From an optimization exercise on the open Yosys and OpenROAD flow, aimed at small area, a short achievable clock period and few clock cycles per item; shortcuts taken in it are not production practice.
In this exercise RTL edits were held to simulation tests only and were not proved equivalent to the original.
No activity file was given, so power comes from the tool's default toggle rates.

run 1:
==> flow/design.v (excerpt) <==
module top_level(
    clk,
    reset,
    start,
    key_start,
    sram_read_data,
    sram_write_enable,
    sram_write_data,
    sram_addr,
    ram_addr,
    ram_write_data,
    ram_write_enable,
    ram_read_data,
    rom_addr,
    rom_read_data,
    key_not_found,
    key_found,
    secret_key_0,
    secret_key_1,
    secret_key_2,
    secret_key_3,
    secret_key_4,
    secret_key_5
    );
    input  logic clk;
    input  logic reset;
    input  logic start;
    input  logic [23:0] key_start;
    input  logic [7:0] sram_read_data;
    output logic sram_write_enable;
    output logic [7:0] sram_write_data;
    output logic [7:0] sram_addr;
    output logic [4:0] ram_addr;
    output logic [7:0] ram_write_data;
    output logic ram_write_enable;
    input  logic [7:0] ram_read_data;
    output logic [4:0] rom_addr;
    input  logic [7:0] rom_read_data;
    output logic key_not_found;
    output logic key_found;
    output logic [3:0] secret_key_0;
    output logic [3:0] secret_key_1;
    output logic [3:0] secret_key_2;
    output logic [3:0] secret_key_3;
    output logic [3:0] secret_key_4;
    output logic [3:0] secret_key_5;
    localparam [2:0] ST_IDLE = 3'd0;
    localparam [2:0] ST_INIT = 3'd1;
    localparam [2:0] ST_KSA  = 3'd2;
    localparam [2:0] ST_PRGA = 3'd3;
    localparam [2:0] ST_DONE = 3'd4;
    logic [2:0]  st;
    logic        found, fail;
    logic [23:0] key;
    logic [8:0]  ctr;        
    logic [3:0]  ph;         
    logic [7:0]  j, si, sj;
    logic        h1r, h2;    
    logic        kmask;      
    logic [7:0]  rd;         
    logic        romx;       
    logic        ramwe;
    logic [7:0]  a_r, wd_r;
    logic        we_r;
    assign sram_addr = a_r;
    assign sram_write_data = wd_r;
    assign sram_write_enable = we_r;
    assign rom_addr = ctr[4:0];
  ...
Size in the first run: about 550 cells after synthesis, about 96 flip-flops, roughly 110 I/O pins.
Settings: LEC_CHECK=0, CAP_MARGIN=20, CORE_MARGIN=2, CORE_UTILIZATION=60, PLACE_DENSITY=0.75, SLEW_MARGIN=20; clock period 10.0 ns.
standard.sh (not shown) runs the stock make flow with config.mk's settings and CLKGATE_MAP_FILE= SYNTH_SCRIPT=/design/flow/synth_recipe.tcl, a recipe that flattens the netlist after the stock synthesis.
==> flow/flow/run.sh <==
#!/bin/bash
# The standard layout, with the port buffers made from the smallest buffer
# cell, and timing repair aiming for 6.95 ns of setup slack at the 10 ns clock.
set -euo pipefail
export BUFFER_PORTS_ARGS="-buffer_cell sky130_fd_sc_hd__buf_1"
export SETUP_SLACK_MARGIN=6.95
bash standard.sh > standard_make.log 2>&1
Having completed the whole flow, run 1 delivered a layout that passed the timing, DRC and antenna checks.
Testbench counts of run 1, summed over its fixed seeds: cycles 445,143, keys 408.
[inputs] run 2 vs run 1
-- flow/flow/run.sh --
<<< run 1, line 3
# cell, and timing repair aiming for 6.95 ns of setup slack at the 10 ns clock.
>>> run 2, line 3
# cell, and timing repair aiming for 7.0 ns of setup slack at the 10 ns clock.
<<< run 1, line 6
export SETUP_SLACK_MARGIN=6.95
>>> run 2, line 6
export SETUP_SLACK_MARGIN=7.0
-- flow/config.mk --
<<< run 1, line 10
export CORE_UTILIZATION = 60
export PLACE_DENSITY = 0.75
>>> run 2, line 10
export CORE_UTILIZATION = 75
Notes after the runs:
Final wirelength came out higher on run 2 than on run 1. Run 2 — total of clock buffers placed in the layout 1 lower, run 1 as reference. Higher power after layout was reported by run 2, not run 1. The higher met3 layer wire length in the routed design of run 1 and run 2 is in run 2. The post-route clock skew on run 2 is in line with that on run 1. Run 2 vs run 1: length of routed wiring on met1 up. Against run 1 as the reference, run 2 delivers a lower number of cell instances on the worst register-to-register path. Run 1 -> run 2: flip-flop and latch count after synthesis delta 0, exact match. Final critical path time including I/O delays and setup was higher in the run labelled run 1. Sort run 1 and run 2 by register-to-register slack, descending, and run 1 comes first. Between run 1 and run 2, buffering overhead is lower for run 1, run 2 comes in above that.
For run 3, these inputs were changed with respect to run 2:
-- flow/flow/run.sh --
<<< run 2, line 3
# cell, and timing repair aiming for 7.0 ns of setup slack at the 10 ns clock.
>>> run 3, line 3
# cell, and timing repair aiming for 6.95 ns of setup slack at the 10 ns clock.
<<< run 2, line 6
export SETUP_SLACK_MARGIN=7.0
>>> run 3, line 6
export SETUP_SLACK_MARGIN=6.95
-- flow/config.mk --
<<< run 2, line 10
export CORE_UTILIZATION = 75
>>> run 3, line 10
export CORE_UTILIZATION = 40
Run 3 went all the way through synthesis, placement and routing and the layout is clean on timing, DRC and antenna. NOTE: worst slew margin relative to its limit in run 3 exceeds that of run 2. Comparing run 2 against run 3, there is no change at all in synthesized instance count. [compare] base=run 2 new=run 3: number of gates resized after CTS decreased 6; multi-input logic portion of the cell area moved down. The post-route non-filler standard cell count in run 3 is 1.08 times that in run 2. Against run 2, standby leakage power in run 3 came out better.
## Diff of input files: run 4 against run 3
-- flow/flow/run.sh --
<<< run 3, line 3
# cell, and timing repair aiming for 6.95 ns of setup slack at the 10 ns clock.
>>> run 4, line 3
# cell, and timing repair aiming for 7.0 ns of setup slack at the 10 ns clock.
<<< run 3, line 6
export SETUP_SLACK_MARGIN=6.95
>>> run 4, line 6
export SETUP_SLACK_MARGIN=7.0
-- flow/config.mk --
<<< run 3, line 10
export CORE_UTILIZATION = 40
>>> run 4, line 10
export CORE_UTILIZATION = 60
The higher worst slack at placement of run 3 and run 4 is in run 4.
| critical path arrival | run 4 vs run 3 | ≈ equal |
Relative to run 3, total power has gone down in run 4.
Run 3 → run 4: routed wire length went down 3.5%, number of placed instances with taps included went down by 49, met2 track demand over resource +14 points.
Run 4 vs run 3: tapcell count down by more than a quarter
Against run 3, routed wirelength normalized by instance count in run 4 rose slightly.

Setup of north:
top_level, a different RTL version from the one above (not shown whole).
Size in the first run: about 640 cells after synthesis, about 110 flip-flops, roughly 110 I/O pins.
export LEC_CHECK = 0
export CAP_MARGIN = 20
export CORE_MARGIN = 2
export CORE_UTILIZATION = 40
export SLEW_MARGIN = 20
create_clock -name core_clock -period 10.0 [get_ports {clk}]
==> flow/flow/run.sh <==
#!/bin/bash
# The standard layout, with the port buffers made from the smallest buffer
# cell, and timing repair aiming for 7.1 ns of setup slack at the 10 ns clock.
set -euo pipefail
export BUFFER_PORTS_ARGS="-buffer_cell sky130_fd_sc_hd__buf_1"
export SETUP_SLACK_MARGIN=7.1
bash standard.sh > standard_make.log 2>&1
north: all stages complete, timing, DRC and antenna checks passed
Testbench counts of north, summed over its fixed seeds: cycles 445,143, keys 408.
Setup changes, north to south
==> flow/flow/run.sh <==
#!/bin/bash
# The standard layout, with the port buffers made from the smallest buffer
# cell, and timing repair aiming for 6.95 ns of setup slack at the 10 ns clock.
set -euo pipefail
export BUFFER_PORTS_ARGS="-buffer_cell sky130_fd_sc_hd__buf_1"
export SETUP_SLACK_MARGIN=6.95
bash standard.sh > standard_make.log 2>&1
==> run notes <==
Having completed the whole flow, south delivered a layout that passed the timing, DRC and antenna checks. Internal power of the cells, north and south: higher on south. Delta (south minus north): post-route minimum period shrank by 0.011 ns; wire length of the first global-routing pass shrank by about 2%; fmax grew by about 0.36%; share of power burned in the clock network grew by 0.6 points; worst slack at placement shrank by 0.042 ns. Between north and south, the post-route fraction of the period consumed by the critical path figures differ only marginally. Changes observed in south relative to north: met1 wire length -36 µm, area growth from synthesis to final layout lost 4.3 points, combinational fraction of design power held steady, non-clock buffer count went down.
Here is what was changed in the inputs of east compared with south.
# south
export LEC_CHECK = 0
export CAP_MARGIN = 20
export CORE_MARGIN = 2
export CORE_UTILIZATION = 40
export SLEW_MARGIN = 20
create_clock -name core_clock -period 10.0 [get_ports {clk}]
# east
export LEC_CHECK = 0
export CAP_MARGIN = 20
export CORE_MARGIN = 2
export CORE_UTILIZATION = 40
export CTS_BUF_LIST = sky130_fd_sc_hd__clkbuf_8
export SLEW_MARGIN = 20
create_clock -name core_clock -period 10.0 [get_ports {clk}]
==> flow/flow/run.sh <==
#!/bin/bash
# The standard layout, with the port buffers made from the smallest buffer
# cell instead of the flow's default choice.
set -euo pipefail
export BUFFER_PORTS_ARGS="-buffer_cell sky130_fd_sc_hd__buf_1"
bash standard.sh > standard_make.log 2>&1
[summary]
Compared with south, in east area growth from synthesis to layout fell 2.6 points, total global-route track usage did not really move, fraction of power consumed by the clock network went down by 5.8 points, inverter count ~0 delta.
The non-filler instance count after layout number comes out lower for east vs south.
The final core utilization number comes out higher for south vs east.
Looking at sequential share of layout area, east sits 0.93 points above south.
east vs south: clock-buffer cell count down in east
Transition at the pin with the smallest max-transition slack sits lower in east than in south.
### east -> west
# east
export LEC_CHECK = 0
export CAP_MARGIN = 20
export CORE_MARGIN = 2
export CORE_UTILIZATION = 40
export CTS_BUF_LIST = sky130_fd_sc_hd__clkbuf_8
export SLEW_MARGIN = 20
create_clock -name core_clock -period 10.0 [get_ports {clk}]
# west
export LEC_CHECK = 0
export CAP_MARGIN = 20
export CORE_MARGIN = 2
export CORE_UTILIZATION = 40
export CTS_CLUSTER_SIZE = 30
export SLEW_MARGIN = 20
create_clock -name core_clock -period 10.0 [get_ports {clk}]
==> flow/flow/run.sh <==
#!/bin/bash
# The standard layout, with the port buffers made from the smallest buffer
# cell, and timing repair aiming for 6.95 ns of setup slack at the 10 ns clock.
set -euo pipefail
export BUFFER_PORTS_ARGS="-buffer_cell sky130_fd_sc_hd__buf_1"
export SETUP_SLACK_MARGIN=6.95
bash standard.sh > standard_make.log 2>&1
[summary]
- From east to west the numbers moved as follows: relative area change from synthesis to final layout went up 2.6 points; ratio of final minimum period to clock period now smaller.
- west ends up with a wire length on met3 that is 40 µm higher than in east.
- Compare east and west | count of clock-net buffers in the final layout lower: east
- west vs. east: routed length per instance went down by about 0.4%.
- Re number of ordinary inverters in the final layout: no difference whatsoever between east and west.
- Detailed route, west vs east: via total higher for west
- Diff east -> west: net count reported at finish grew by 1.1%, length of the first detailed-routing pass in iterations up 1.

## what the ideal ports hide
No port has a modelled driver above. Below, the same layouts with a new extraction and two added sets of constraints.
Step 1 assumes that a clkbuf_16 drives the clock port and a buf_2 every other input.
Step 2 adds t to the input delays and takes it off the output delays; t is the mean of the earliest and latest rising clock arrival at the registers after step 1. Input paths then give back, and output paths get back, about the clock's delay inside the block.
Three values: ideal ports, drivers, drivers and shift; two values: the first two.
run	t (ns)	slack for setup (ns)	hold WS [ns]
run 1	0.399	6.944 / 6.909 / 6.945	0.475 / 0.475 / 0.475
run 2	0.389	6.982 / 6.951 / 6.979	0.477 / 0.477 / 0.477
run 3	0.390	6.951 / 6.909 / 6.918	0.477 / 0.477 / 0.477
run 4	0.398	6.963 / 6.928 / 6.959	0.471 / 0.471 / 0.471
north	0.393	6.985 / 6.946 / 6.933	0.474 / 0.474 / 0.474
south	0.391	6.995 / 6.958 / 6.932	0.466 / 0.466 / 0.466
east	0.427	6.588 / 6.553 / 6.943	0.472 / 0.472 / 0.472
west	0.391	6.995 / 6.958 / 6.932	0.466 / 0.466 / 0.466
After both steps setup and hold are still met in every run listed.
